This is an optimization exercise on Yosys and OpenROAD, whose aim is a short achievable clock period, not a production implementation. Only simulation tests tie the RTL to the original design; equivalence was not proved. No activity file was given, so power comes from the tool's default toggle rates.

File: design/flow/constraint.sdc
create_clock -name core_clock -period 6.0 [get_ports {CLOCK}]
set_input_delay 1.2000 -clock core_clock [delete_from_list [all_inputs] [get_ports {CLOCK}]]
set_output_delay 1.2000 -clock core_clock [all_outputs]
set_load 0.01 [all_outputs]
File: design/flow/config.mk
export PLATFORM = sky130hd
export DESIGN_NAME = UM6845R
export DESIGN_NICKNAME = UM6845R
export VERILOG_FILES = /design/flow/design.v
export SDC_FILE = /design/flow/constraint.sdc
export NUM_CORES = 4
export LEC_CHECK = 0
export ABC_CLOCK_PERIOD_IN_PS = 2500
export CAP_MARGIN = 20
export CORE_MARGIN = 2
export CORE_UTILIZATION = 40
export PLACE_DENSITY = 0.6
export SETUP_SLACK_MARGIN = 3.5
export SLEW_MARGIN = 20
export TNS_END_PERCENT = 100
File: design/flow/run.sh
#!/bin/bash
# synth_recipe.tcl (not shown) runs the flow's synth.tcl, then flattens the netlist and writes it again
# the make line also repeats each setting of config.mk as NAME=value (left out here)
make -C /OpenROAD-flow-scripts/flow DESIGN_CONFIG=/design/flow/config.mk WORK_HOME=/design/flow/orfs CLKGATE_MAP_FILE= SYNTH_SCRIPT=/design/flow/synth_recipe.tcl finish
File: design/flow/design.v
module UM6845R
(
	input            CLOCK,
	input            CLKEN,
	input            nRESET,
	input            CRTC_TYPE,
	input            ENABLE,
	input            nCS,
	input            R_nW,
	input            RS,
	input      [7:0] DI,
	output reg [7:0] DO,
	output reg       VSYNC,
	output reg       HSYNC,
	output           DE,
	output reg       FIELD,
	output reg       CURSOR,
	output reg [13:0] MA,
	output reg  [4:0] RA
);
/*verilator lint_off WIDTH*/
reg [7:0] R0_h_total;
reg [7:0] R1_h_displayed;
reg [7:0] R2_h_sync_pos;
reg [3:0] R3_v_sync_width;
reg [3:0] R3_h_sync_width;
reg [6:0] R4_v_total;
reg [4:0] R5_v_total_adj;
reg [6:0] R6_v_displayed;
reg [6:0] R7_v_sync_pos;
reg [1:0] R8_skew;
reg [1:0] R8_interlace;
reg [4:0] R9_v_max_line;
reg [1:0] R10_cursor_mode;
reg [4:0] R10_cursor_start;
reg [4:0] R11_cursor_end;
reg [5:0] R12_start_addr_h;
reg [7:0] R13_start_addr_l;
reg [5:0] R14_cursor_h;
reg [7:0] R15_cursor_l;
reg [4:0] addr;
reg ct;
always @(posedge CLOCK) ct <= CRTC_TYPE;
wire wr   = ENABLE & ~nCS & ~R_nW;
wire wr_a = wr & ~RS;
wire wr_d = wr & RS;
wire wr8  = wr_d & (addr == 5'd8);
wire wr6  = wr_d & (addr == 5'd6);
wire wr14 = wr_d & (addr == 5'd14);
wire wr15 = wr_d & (addr == 5'd15);
always @(posedge CLOCK) begin
	if (wr_a) addr <= DI[4:0];
	if (wr_d) begin
		case (addr)
			00: R0_h_total <= DI;
			01: R1_h_displayed <= DI;
			02: R2_h_sync_pos <= DI;
			03: {R3_v_sync_width,R3_h_sync_width} <= DI;
			04: R4_v_total <= DI[6:0];
			05: R5_v_total_adj <= DI[4:0];
			06: R6_v_displayed <= DI[6:0];
			07: R7_v_sync_pos <= DI[6:0];
			08: {R8_skew, R8_interlace} <= {DI[5:4],DI[1:0]};
			09: R9_v_max_line <= DI[4:0];
			10: {R10_cursor_mode,R10_cursor_start} <= DI[6:0];
			11: R11_cursor_end <= DI[4:0];
			12: R12_start_addr_h <= DI[5:0];
			13: R13_start_addr_l <= DI[7:0];
			14: R14_cursor_h <= DI[5:0];
			15: R15_cursor_l <= DI[7:0];
		endcase
	end
end
wire [6:0]  R6_n   = wr6  ? DI[6:0] : R6_v_displayed;
wire [1:0]  skew_n = wr8  ? DI[5:4] : R8_skew;
wire        il_n   = wr8  ? &DI[1:0] : &R8_interlace;
wire [13:0] C_n    = {wr14 ? DI[5:0] : R14_cursor_h, wr15 ? DI[7:0] : R15_cursor_l};
function [7:0] rsel0(input [4:0] a, input [6:0] r10, input [4:0] r11, input [5:0] r12,
                     input [7:0] r13, input [5:0] r14, input [7:0] r15);
	case (a)
		10: rsel0 = r10;
		11: rsel0 = r11;
		12: rsel0 = r12;
		13: rsel0 = r13;
		14: rsel0 = r14;
		15: rsel0 = r15;
		default: rsel0 = 8'h00;
	endcase
endfunction
function [7:0] rsel1(input [4:0] a, input [6:0] r10, input [4:0] r11,
                     input [5:0] r14, input [7:0] r15);
	case (a)
		10: rsel1 = r10;
		11: rsel1 = r11;
		14: rsel1 = r14;
		15: rsel1 = r15;
		31: rsel1 = 8'hFF;
		default: rsel1 = 8'h00;
	endcase
endfunction
reg [7:0] rd0, rd1;
always @(posedge CLOCK) begin
	if (wr_a) begin
		rd0 <= rsel0(DI[4:0], {R10_cursor_mode,R10_cursor_start}, R11_cursor_end, R12_start_addr_h,
		             R13_start_addr_l, R14_cursor_h, R15_cursor_l);
		rd1 <= rsel1(DI[4:0], {R10_cursor_mode,R10_cursor_start}, R11_cursor_end,
		             R14_cursor_h, R15_cursor_l);
	end
	else if (wr_d) begin
		case (addr)
			10: begin rd0 <= DI[6:0]; rd1 <= DI[6:0]; end
			11: begin rd0 <= DI[4:0]; rd1 <= DI[4:0]; end
			12: begin rd0 <= DI[5:0]; rd1 <= 8'h00;   end
			13: begin rd0 <= DI[7:0]; rd1 <= 8'h00;   end
			14: begin rd0 <= DI[5:0]; rd1 <= DI[5:0]; end
			15: begin rd0 <= DI[7:0]; rd1 <= DI[7:0]; end
		endcase
	end
end
reg vde;
always @(*) begin
	if (RS) DO = CRTC_TYPE ? rd1 : rd0;
	else    DO = CRTC_TYPE ? {2'b00, ~vde, 5'b00000} : 8'hFF;
end
wire il = &R8_interlace;
reg  [7:0] hcc, hcc1;            
reg  [4:0] line;
reg  [6:0] row;
reg        in_adj;
reg        field;
reg [13:0] row_addr;
wire R0_z = ~|R0_h_total;
wire hcc_last = (hcc == R0_h_total) & (ct | ~R0_z);
wire hn_R1  = hcc_last ? ~|R1_h_displayed : (hcc1 == R1_h_displayed);
wire hn_R2  = hcc_last ? ~|R2_h_sync_pos  : (hcc1 == R2_h_sync_pos);
wire hn_R0h = hcc_last ? ~|R0_h_total[7:1] : (hcc1 == {1'b0, R0_h_total[7:1]});
wire hn_0   = hcc_last | ~|hcc1;
wire [4:0] R5m1   = R5_v_total_adj - 1'd1;
wire [4:0] lmax_a = {R5m1[4:1], R5m1[0] & ~il};
wire [4:0] lmax_n = {R9_v_max_line[4:1], R9_v_max_line[0] & ~il};
wire ll_a = (line == lmax_a) | ~|lmax_a;
wire ll_n = (line == lmax_n) | ~|lmax_n;
wire line_last = in_adj ? ll_a : ll_n;
wire [4:0] line_inc  = line + 1'd1 + il;
wire [4:0] line_next = line_last ? 5'd0 : {line_inc[4:1], line_inc[0] & ~il};
wire R4_z  = ~|R4_v_total;
wire R5_nz = |R5_v_total_adj;
wire row_last  = (row == R4_v_total) | R4_z;
wire frame_adj = row_last & ~in_adj & R5_nz;
wire row_zero  = row_last & (in_adj | ~R5_nz);           
wire fn_c      = in_adj | (row_last & ~R5_nz);            
wire [6:0] row1 = row + 1'd1;
wire rn_R6 = row_zero ? ~|R6_v_displayed : (row1 == R6_v_displayed);
wire rn_R7 = row_zero ? ~|R7_v_sync_pos  : (row1 == R7_v_sync_pos);
wire row_nz = |row;
wire row_new   = hcc_last & line_last;
wire frame_new = row_new & fn_c;
wire CRTC1_reload =  ct & ~line_last & ~row_nz & hn_0;
wire CRTC0_reload = ~ct & hcc_last & R4_z & ~|R9_v_max_line;
wire reload = frame_new | CRTC0_reload | CRTC1_reload;
wire adv    = hn_R1 & line_last;
wire [7:0]  hcc_n   = hcc_last ? 8'd0 : hcc1;
wire [7:0]  hcc1_n  = hcc_last ? 8'd1 : hcc1 + 1'd1;
wire [4:0]  line_n  = hcc_last ? line_next : line;
wire        in_adj_n = row_new ? (frame_adj | (in_adj & ~fn_c)) : in_adj;
wire        field_n = frame_new ? (~field & R8_interlace[0]) : field;
wire [13:0] row_addr_n = reload ? {R12_start_addr_h, R13_start_addr_l} :
                         adv ? row_addr + R1_h_displayed : row_addr;
wire [13:0] MA_inc = MA + 1'd1;
wire [13:0] MA_adv = MA + R1_h_displayed + 1'd1;
wire [13:0] MA_n = reload ? {R12_start_addr_h, R13_start_addr_l} :
                   hn_0 ? row_addr : adv ? MA_adv : MA_inc;
wire        eq_n = reload ? ({R12_start_addr_h, R13_start_addr_l} == C_n) :
                   hn_0 ? (row_addr == C_n) : adv ? (MA_adv == C_n) : (MA_inc == C_n);
wire        eq_h = (MA == C_n);
always @(posedge CLOCK) begin
	if(~nRESET) begin
		hcc    <= 0;
		hcc1   <= 1;
		line   <= 0;
		row    <= 0;
		in_adj <= 0;
		field  <= 0;
	end
	else if(CLKEN) begin
		hcc  <= hcc_n;
		hcc1 <= hcc1_n;
		line <= line_n;
		in_adj <= in_adj_n;
		field <= field_n;
		if (row_new & ~frame_adj) row <= fn_c ? 7'd0 : row1;
	end
end
always @(posedge CLOCK) begin
	if(~nRESET) begin
		row_addr <= {R12_start_addr_h, R13_start_addr_l};
		MA       <= {R12_start_addr_h, R13_start_addr_l};
	end
	else if(CLKEN) begin
		row_addr <= row_addr_n;
		MA       <= MA_n;
	end
end
reg hde;
reg [3:0] hsc;
wire hde_n = hn_R1 ? 1'b0 : hcc_last ? 1'b1 : hde;
always @(posedge CLOCK) begin
	if(~nRESET) begin
		hsc    <= 0;
		hde    <= 0;
		HSYNC  <= 0;
	end
	else if (CLKEN) begin
		hde <= hde_n;
		if(|hsc) hsc <= hsc - 1'd1;
		else if (hn_R2) begin
			if(|R3_h_sync_width) begin
				HSYNC <= 1;
				hsc <= R3_h_sync_width - 1'd1;
			end
		end
		else HSYNC <= 0;
	end
end
reg [3:0] vsc;
reg       vsync_allow;
wire vs_tick  = field ? hn_R0h : hcc_last;
wire vmatch   = field ? ((row == R7_v_sync_pos) & ~|line) : (rn_R7 & line_last);
wire vs_fire  = vs_tick & ~|vsc & vsync_allow & vmatch;
wire vde_n    = row_new ? (rn_R6 ? 1'b0 : frame_new ? 1'b1 : vde) : vde;
always @(posedge CLOCK) begin
	if(~nRESET) begin
		vsc    <= 0;
		vde    <= 0;
		VSYNC  <= 0;
		vsync_allow <= 1;
	end
	else begin
		if (CLKEN & vs_fire) vsync_allow <= 0;
		else if ((wr & addr == 5'd07) | (CLKEN & row_new & (~row_zero | row_nz))) vsync_allow <= 1;
		if (CLKEN) begin
			vde <= vde_n;
			if(vs_tick) begin
				if(|vsc) vsc <= vsc - 1'd1;
				else if (vsync_allow & vmatch) begin
					VSYNC <= 1;
					vsc <= (ct ? 4'd0 : R3_v_sync_width) - 1'd1;
				end
				else VSYNC <= 0;
			end
		end
	end
end
reg cursor_line;
wire cursor_line_n = (line == R10_cursor_start) ? 1'b1 : (line == R11_cursor_end) ? 1'b0 : cursor_line;
reg       de0;                   
reg [1:0] dde;
reg       desk;                  
wire       de0_n = hde_n & vde_n & |R6_n;
wire [1:0] dde_n = {dde[0], de0};
function skewsel(input [1:0] s, input d0, input [1:0] dd);
	case (s)
		2'd0: skewsel = d0;
		2'd1: skewsel = dd[0];
		2'd2: skewsel = dd[1];
		default: skewsel = 1'b0;
	endcase
endfunction
assign DE = CRTC_TYPE ? de0 : desk;
always @(posedge CLOCK) begin
	if(~nRESET) begin
		cursor_line <= 0;
		de0    <= 0;
		dde    <= 2'b00;
		desk   <= 0;
		CURSOR <= 0;
		FIELD  <= il_n;
		RA     <= 5'd0;
	end
	else if (CLKEN) begin
		cursor_line <= cursor_line_n;
		de0    <= de0_n;
		dde    <= dde_n;
		desk   <= skewsel(skew_n, de0_n, dde_n);
		CURSOR <= hde_n & vde_n & cursor_line_n & eq_n;
		FIELD  <= ~field_n & il_n;
		RA     <= {line_n[4:1], line_n[0] | (field_n & il_n)};
	end
	else begin
		desk   <= skewsel(skew_n, hde & vde & |R6_n, dde);
		de0    <= hde & vde & |R6_n;
		CURSOR <= hde & vde & cursor_line & eq_h;
		FIELD  <= ~field & il_n;
		RA     <= {line[4:1], line[0] | (field & il_n)};
	end
end
endmodule
==> results of run 1 <==
layer usage:
layer  wire, µm  part of all wire
met1      16800              0.41
met2      20200              0.49
met3       3110             0.075
met4       1300             0.031
met5          0                 0
worst max-delay path, stage by stage, from the launching register on:
cell and delay, ns:
edfxtp_1 0.45, buf_4 0.17, nor3_2 0.23, nand3_1 0.16, nor3b_4 0.19, buf_6 0.14
mux2_4 0.35, buf_4 0.18, and4_1 0.23, o31ai_4 0.23, mux2i_1 0.13, xor2_1 0.19
a2111oi_4 0.34, o2111ai_1 0.15, o31ai_1 0.21
synth_stat cells (10+ instances only):
library cell / instances / share of area
xor2_1: 52 / 0.038
a31oi_1: 18 / 0.0094
o21ai_0: 62 / 0.026
dfxtp_1: 56 / 0.094
mux2i_1: 27 / 0.023
inv_1: 29 / 0.0091
nor4_1: 17 / 0.0089
nand2b_1: 16 / 0.0084
ha_1: 26 / 0.027
o31ai_1: 12 / 0.0076
edfxtp_1: 156 / 0.39
and3_1: 10 / 0.0052
a21oi_1: 72 / 0.030
nor3_1: 30 / 0.013
a22oi_1: 13 / 0.0082
xnor2_1: 88 / 0.065
nor2_1: 95 / 0.030
nand3_1: 43 / 0.018
nand2_1: 115 / 0.036
nand4_1: 28 / 0.015
buf_2: 11 / 0.0046
clkbuf_1: 40 / 0.013
timing repair:
action,CTS,global route
buffers inserted,137,52
endpoints found under the setup margin,238,175
cloned,5,4
resized for setup,290,150
endpoints found under the hold margin,0,0
pin swaps,58,60
power breakdown:
part	total [mW]	leakage, nW	switching [mW]	internal (mW)
Combinational	0.545	3.82	0.297	0.248
Clock	1.69	0.440	0.631	1.05
Sequential	1.64	1.90	0.0331	1.60
layout make-up:
cell class / instances / area, µm² / area share
timing repair buffer: 255 / 2470 / 0.145
sequential: 212 / 5820 / 0.342
clock inverter: 16 / 244 / 0.0143
tap: 390 / 488 / 0.0287
multi-input combinational: 880 / 7210 / 0.424
inverter: 29 / 116 / 0.00684
clock buffer: 28 / 667 / 0.0392
final timing paths:
kind                                    start  endpoint  slack (ns)  depth (start not counted)
worst min register to register         hcc[5]    hcc[5]        0.48                          2
worst max-delay path            R0_h_total[1]    CURSOR        2.55                         14
worst max register to register  R0_h_total[1]    CURSOR        2.55                         14
worst min-delay path                   hcc[5]    hcc[5]        0.48                          2
cell families after synthesis:
| group | count (synthesis) | synth area share |
|---|---|---|
| buffers and inverters | 85 | 0.0295 |
| xor gates and xnor gates | 141 | 0.105 |
| and+or+nand+nor | 411 | 0.173 |
| AOI/OAI and AO/OA | 261 | 0.145 |
| adders and majority gates | 28 | 0.0306 |
| DFF | 212 | 0.487 |
| muxes | 35 | 0.0306 |
placed cells by master, fill, tap and decap left out, drive strengths merged, types with 10 or more instances in the layout:
master / count
xor2: 52
nand2: 118
xnor2: 88
nor2: 97
dfxtp: 56
a22oi: 13
ha: 26
edfxtp: 156
nand2b: 16
nor3: 31
buf: 225
o31ai: 15
nand4: 28
clkbuf: 34
nor4: 19
o21ai: 65
dlygate4sd2: 15
a31oi: 18
inv: 27
a21oi: 73
mux2i: 29
nand3: 43
and3: 10
state kept, by name, indices dropped and copies added (netlist names), 6 cells and up:
name              cells
R15_cursor_l          8
R0_h_total            8
MA                   14
R2_h_sync_pos         8
R7_v_sync_pos         7
rd1                   8
R1_h_displayed        8
row_addr             14
rd0                   8
row                   7
R6_v_displayed        7
R4_v_total            7
R12_start_addr_h      6
hcc1                  8
R13_start_addr_l      8
hcc                   8
R14_cursor_h          6
==> flow_metrics.tcl, run 1 <==
set metrics [dict create \
    wl_per_cell_um 22.8 \
    grt.met1_usage 0.342 \
    core-area_um2 29500 \
    die_y_um 177 \
    drtPass1Iterations 7 \
    grt_max_degree 34 \
    worstSetupEndpointType "register" \
    ys_warn_count 1 \
    finClkSkew_ns 0.00898 \
    drive_above_1_share 0.369 \
    hpwl_um 25900 \
    use_met2 0.421 \
    fin_crit_ns 3.45 \
    dr_total_vias 10700 \
    ys_types 82 \
    clock_latency_ns 0.53 \
    maxSlewViolCount 0 \
    yosys_register_bits 212 \
    p_total_mw 3.87 \
    finalWirelength_um 41300 \
    placed_area_um2 13200 \
    overflow 0 \
    num_antenna_cells 0 \
    pre_cts_slack_ns 1.13 \
    syn_area_per_cell_um2 10.2 \
    max-vdd-ir-drop_mv 0.173 \
    gr-usage-all-layers 0.255 \
    grt_pass1_vias 10200 \
    tritoncts "yes" \
    synth_edf_count 156 \
    clockRootBuffer "clkbuf_16" \
    cts_buffers 24 \
    fillers 2408 \
    finalSetupViolCount 0 \
    ant_nets 0 \
    ys_seq_area_frac 0.487 \
    cp.required_ns 6.44 \
    drc 0 \
    antenna_found_initial 0 \
    synth_fp_nets 1217 \
    hold_buffers 0 \
    crit_fanout 8 \
    ios 48 \
    syn2layout_area_growth_pct 42.7 \
    fmaxAchievable_mhz 290 \
    path_class "reg -> reg" \
    synth_cells 1173 \
    nNetsFinal 1446 \
    dieArea_um2 31200 \
    rows 63 \
    grt_pass1_wl_um 60500 \
    leakage_nw 6.16 \
    setup_tns_ns 0 \
    drtIter0Drc 1013 \
    finalHoldViolCount 0 \
    vias_per_cell 5.89 \
    synth_flop_cell "edfxtp_1" \
    die_width_um 177 \
    cts_buffer_depth 3 \
    status "complete, no violations" \
    instances_no_fill 1810 \
    fin_ws_ns 2.55 \
    rsz0062_at_grt "true" \
    dp_cells 1568 \
    met3_usage 0.0387 \
    critPathArrivalTime_ns 3.89 \
    powerDensity_nw_per_um2 227 \
    worstMarginPinSlew_ns 0.863 \
    max_slew_margin 0.419 \
    startpoint_type "register" \
    final_core_util 0.577 \
    async_reset_ff_frac 0 \
    start_util 0.405 \
    gp_congestion 0.935 \
    fin_crit_sh 0.575 \
    synth_area_um2 11900 \
    stdcell_area_um2 17000 \
    maxCapViolCount 0 \
    grt-busiest-layer "met2" \
    hold_class "reg -> reg" \
    port_buffers 47 \
    cts.sinks 212 \
    htreeDepth 1 \
    whs_ns 0.475 \
    clk_pin_slew_ns 0.06 \
]
==> run 2, diff against run 1 <==
--- a/design/flow/design.v
+++ b/design/flow/design.v
@@ -129,23 +129,15 @@
 reg        in_adj;
 reg        field;
 reg [13:0] row_addr;
-wire R0_z = ~|R0_h_total;
-wire hcc_last = (hcc == R0_h_total) & (ct | ~R0_z);
+reg        hcc_last, line_last, row_last;
 wire hn_R1  = hcc_last ? ~|R1_h_displayed : (hcc1 == R1_h_displayed);
 wire hn_R2  = hcc_last ? ~|R2_h_sync_pos  : (hcc1 == R2_h_sync_pos);
 wire hn_R0h = hcc_last ? ~|R0_h_total[7:1] : (hcc1 == {1'b0, R0_h_total[7:1]});
 wire hn_0   = hcc_last | ~|hcc1;
-wire [4:0] R5m1   = R5_v_total_adj - 1'd1;
-wire [4:0] lmax_a = {R5m1[4:1], R5m1[0] & ~il};
-wire [4:0] lmax_n = {R9_v_max_line[4:1], R9_v_max_line[0] & ~il};
-wire ll_a = (line == lmax_a) | ~|lmax_a;
-wire ll_n = (line == lmax_n) | ~|lmax_n;
-wire line_last = in_adj ? ll_a : ll_n;
 wire [4:0] line_inc  = line + 1'd1 + il;
 wire [4:0] line_next = line_last ? 5'd0 : {line_inc[4:1], line_inc[0] & ~il};
 wire R4_z  = ~|R4_v_total;
 wire R5_nz = |R5_v_total_adj;
-wire row_last  = (row == R4_v_total) | R4_z;
 wire frame_adj = row_last & ~in_adj & R5_nz;
 wire row_zero  = row_last & (in_adj | ~R5_nz);           
 wire fn_c      = in_adj | (row_last & ~R5_nz);            
@@ -164,15 +156,43 @@
 wire [4:0]  line_n  = hcc_last ? line_next : line;
 wire        in_adj_n = row_new ? (frame_adj | (in_adj & ~fn_c)) : in_adj;
 wire        field_n = frame_new ? (~field & R8_interlace[0]) : field;
-wire [13:0] row_addr_n = reload ? {R12_start_addr_h, R13_start_addr_l} :
-                         adv ? row_addr + R1_h_displayed : row_addr;
+wire [6:0]  row_n   = (row_new & ~frame_adj) ? (fn_c ? 7'd0 : row1) : row;
+wire [13:0] R1213   = {R12_start_addr_h, R13_start_addr_l};
+wire [13:0] row_addr_n = reload ? R1213 : adv ? row_addr + R1_h_displayed : row_addr;
 wire [13:0] MA_inc = MA + 1'd1;
 wire [13:0] MA_adv = MA + R1_h_displayed + 1'd1;
-wire [13:0] MA_n = reload ? {R12_start_addr_h, R13_start_addr_l} :
-                   hn_0 ? row_addr : adv ? MA_adv : MA_inc;
-wire        eq_n = reload ? ({R12_start_addr_h, R13_start_addr_l} == C_n) :
-                   hn_0 ? (row_addr == C_n) : adv ? (MA_adv == C_n) : (MA_inc == C_n);
+wire s_rl  = reload;
+wire s_ra  = ~reload & hn_0;
+wire s_adv = ~reload & ~hn_0 & adv;
+wire s_inc = ~reload & ~hn_0 & ~adv;
+wire [13:0] MA_n = ({14{s_rl}} & R1213) | ({14{s_ra}} & row_addr) |
+                   ({14{s_adv}} & MA_adv) | ({14{s_inc}} & MA_inc);
+wire        eq_n = (s_rl & (R1213 == C_n)) | (s_ra & (row_addr == C_n)) |
+                   (s_adv & (MA_adv == C_n)) | (s_inc & (MA_inc == C_n));
 wire        eq_h = (MA == C_n);
+wire [7:0] R0_n = (wr_d & addr == 5'd0) ? DI : R0_h_total;
+wire [6:0] R4_n = (wr_d & addr == 5'd4) ? DI[6:0] : R4_v_total;
+wire [4:0] R5_n = (wr_d & addr == 5'd5) ? DI[4:0] : R5_v_total_adj;
+wire [4:0] R9_n = (wr_d & addr == 5'd9) ? DI[4:0] : R9_v_max_line;
+wire       R0_nz_n = |R0_n;
+wire [4:0] R5m1_n  = R5_n - 1'd1;
+wire [4:0] lmax_a  = {R5m1_n[4:1], R5m1_n[0] & ~il_n};
+wire [4:0] lmax_b  = {R9_n[4:1], R9_n[0] & ~il_n};
+wire       R4_z_n  = ~|R4_n;
+wire hl_r = ~R0_nz_n & CRTC_TYPE;
+wire hl_c = hcc_last ? (~R0_nz_n & CRTC_TYPE) : ((hcc1 == R0_n) & (CRTC_TYPE | R0_nz_n));
+wire hl_h = (hcc == R0_n) & (CRTC_TYPE | R0_nz_n);
+wire ll_r = ~|lmax_b;
+wire ll_c = in_adj_n ? ((line_n == lmax_a) | ~|lmax_a) : ((line_n == lmax_b) | ~|lmax_b);
+wire ll_h = in_adj ? ((line == lmax_a) | ~|lmax_a) : ((line == lmax_b) | ~|lmax_b);
+wire rl_r = R4_z_n;
+wire rl_c = (row_n == R4_n) | R4_z_n;
+wire rl_h = (row == R4_n) | R4_z_n;
+always @(posedge CLOCK) begin
+	hcc_last  <= ~nRESET ? hl_r : CLKEN ? hl_c : hl_h;
+	line_last <= ~nRESET ? ll_r : CLKEN ? ll_c : ll_h;
+	row_last  <= ~nRESET ? rl_r : CLKEN ? rl_c : rl_h;
+end
 always @(posedge CLOCK) begin
 	if(~nRESET) begin
 		hcc    <= 0;
@@ -188,13 +208,13 @@
 		line <= line_n;
 		in_adj <= in_adj_n;
 		field <= field_n;
-		if (row_new & ~frame_adj) row <= fn_c ? 7'd0 : row1;
+		row  <= row_n;
 	end
 end
 always @(posedge CLOCK) begin
 	if(~nRESET) begin
-		row_addr <= {R12_start_addr_h, R13_start_addr_l};
-		MA       <= {R12_start_addr_h, R13_start_addr_l};
+		row_addr <= R1213;
+		MA       <= R1213;
 	end
 	else if(CLKEN) begin
 		row_addr <= row_addr_n;
==> flow_metrics.tcl, run 2 <==
set metrics [dict create \
    cts_buffers 24 \
    fin_crit_ns 3.15 \
    synth_flop_cell "edfxtp_1" \
    setup_tns_ns 0 \
    stdcell_area_um2 17100 \
    leakage_nw 6.37 \
    cp_top_family "buffers and inverters" \
    antenna_found_initial 0 \
    p_sw_frac 0.270 \
    drtIter0Drc 1128 \
    ys_warn_count 1 \
    seqPwrFrac 0.437 \
    ios 48 \
    startpoint_type "input port" \
    cts_buffer_depth 3 \
    final_common_cell "edfxtp_1" \
    placed_area_um2 14200 \
    ant_nets 0 \
    nNetsFinal 1482 \
    synth_top_area_cell "edfxtp_1" \
    critPathArrivalTime_ns 1.95 \
    synth.area.top_cells "edfxtp_1 (36%), dfxtp_1 (9.1%), xnor2_1 (6.2%)" \
    syn_area_per_cell_um2 10.1 \
    async_reset_ff_frac 0 \
    finalHoldViolCount 0 \
    path_buf_inv 5 \
    multi_input_area_um2 7830 \
    finalSetupViolCount 0 \
    crit_fanout 6 \
    ff_latch_area_um2 5890 \
    synth_top_area_share 0.362 \
    yosys_register_bits 215 \
    grt_pass1_wl_um 62900 \
    ys_seq_area_frac 0.453 \
    p_int_mw 2.82 \
    wl_per_cell_um 22.4 \
    yosysMostFrequentCell "edfxtp_1" \
    synth_cells 1280 \
    synthTopCellsByCount "edfxtp_1 (156), nand2_1 (110), nor2_1 (93)" \
    cts.sinks 215 \
    dieArea_um2 33800 \
    max-vdd-ir-drop_mv 0.185 \
    hold_class "reg -> reg" \
    clockRootBuffer "clkbuf_16" \
    gp_congestion 0.874 \
    fin_crit_sh 0.525 \
    clock_latency_ns 0.53 \
    die_width_um 184 \
    syn2layout_area_growth_pct 32.1 \
    fmaxAchievable_mhz 318 \
    crit_chain "buf_8 -> buf_12 -> buf_4 -> clkbuf_16 -> nand2_4 -> a21oi_2 -> buf_2" \
    clockPowerShare 0.397 \
    core-area_um2 31700 \
    synth_area_um2 12900 \
    drc 0 \
    vias_per_cell 5.92 \
    worstMarginPinSlew_ns 0.821 \
    die_y_um 184 \
    critPathMaxStageDelay_ns 0.16 \
    gr-usage-all-layers 0.242 \
    overflow 0 \
    instances_no_fill 1859 \
    rows 65 \
    status "complete, no violations" \
    fillers 2689 \
    powerDensity_nw_per_um2 226 \
    worstSetupEndpointType "output pin" \
    grt_pass1_vias 10600 \
    top_regs "MA (14), row_addr (14)" \
    port_buffers 47 \
    maxCapViolCount 0 \
    maxSlewViolCount 0 \
    rsz0062_at_grt "true" \
    path_class "in -> out" \
    tritoncts "yes" \
    start_util 0.408 \
    dp_cells 1676 \
    drtPass1Iterations 6 \
    finClkSkew_ns 0.00966 \
    hpwl_um 27600 \
    drive_above_1_share 0.294 \
    synth_edf_count 156 \
    grt_max_degree 43 \
    ys_types 79 \
    layout_common_cells "edfxtp_1 (156), nand2_1 (96), buf_4 (96), xor2_1 (85), xnor2_1 (83)" \
    crit_path_top_delay_cell "clkbuf_16" \
    max_slew_margin 0.453 \
    dr_total_vias 11000 \
    cp.required_ns 4.80 \
    num_antenna_cells 0 \
    finalWirelength_um 41600 \
    clk_pin_slew_ns 0.06 \
    p_switching_mw 1.04 \
    synth_fp_nets 1323 \
    hold_buffers 0 \
    htreeDepth 1 \
    p_comb_frac 0.167 \
]
run 2: area by class of cell:
class	instances	share of cell area
clock buffers	31	0.0404
clock inverters	13	0.00776
inverters	33	0.00798
multi-input cells	967	0.458
flip-flops and latches	215	0.344
well taps	402	0.0294
repair buffers	198	0.112
run 2: cell families after synthesis:
kind of cell,synth area share
AND/OR/NAND/NOR,0.174
AO/OA/AOI/OAI,0.128
flip-flops,0.453
XOR/XNOR,0.136
buffers and inverters,0.0314
multiplexers,0.0501
adder cells (fa/ha/maj),0.0273
run 2: worst paths after layout:
kind,from,endpoint,slack [ns],depth (start not counted)
worst max-delay path,RS,DO[7],2.85,7
worst min-delay path,hcc[5],hcc[5],0.49,2
worst max register to register,addr[4],CURSOR,2.96,11
worst min register to register,hcc[5],hcc[5],0.49,2
run 2: routing by layer:
metal	track usage	vias to the layer above	share of wire
met4	0.0701	0	0.032
met2	0.389	479	0.45
met3	0.0279	100	0.079
li1	-	5091	-
met1	0.343	5333	0.44
met5	0	-	0
run 2: per-stage QoR:
stage          power [mW]   util  hold WS [ns]  setup slack [ns]
3_5_place_dp         2.21  0.447         0.471              1.46
2_1_floorplan        2.03      -         0.449              2.53
3_3_place_gp         2.21  0.447         0.467              1.50
6_report             3.86  0.539         0.486              2.85
4_1_cts              3.81  0.512         0.486              2.83
5_1_grt              3.98  0.539         0.514              2.75
run 2: power by group through the flow:
stage / logic, mW / registers, mW / clock network [mW]
2_1_floorplan: 0.330 / 1.70 / 0
3_3_place_gp: 0.462 / 1.74 / 0
3_5_place_dp: 0.468 / 1.74 / 0
4_1_cts: 0.586 / 1.68 / 1.55
5_1_grt: 0.687 / 1.69 / 1.60
6_report: 0.642 / 1.68 / 1.53
run 2: tightest hold or removal path: stages, from the launching register on:
cell	delay [ns]
dfxtp_1	0.32
nand2_1	0.06
a21oi_1	0.05
run 2: timing repair:
item	CTS	global route
pin swaps	47	59
gates resized for setup	252	112
buffers inserted	86	47
gates cloned	4	2
endpoints found under the setup margin	235	95

## what the ideal ports hide
In the flow no input, the clock included, has a driving cell. The finished layouts below were timed again as built, in two steps. Step 1 assumes that a clkbuf_16 drives the clock port and a buf_2 every other input. Step 2 also shifts input and output timing later by t, the mid clock arrival at the registers, as if the neighbouring blocks saw the same clock. Slacks: no drivers / after step 1 / after step 2; pairs: no drivers / after step 1.
run	t, ns	slack for setup (ns)	worst data-port slew with drivers (ns)
run 1	0.577	2.550 / 2.550 / 2.059	0.06
run 2	0.578	2.851 / 2.813 / 2.281	0.08
After both steps setup and hold are still met in every run listed. The setup slack of run 2, which loses most, moves by -0.038 ns with the drivers and by -0.570 ns with both steps.
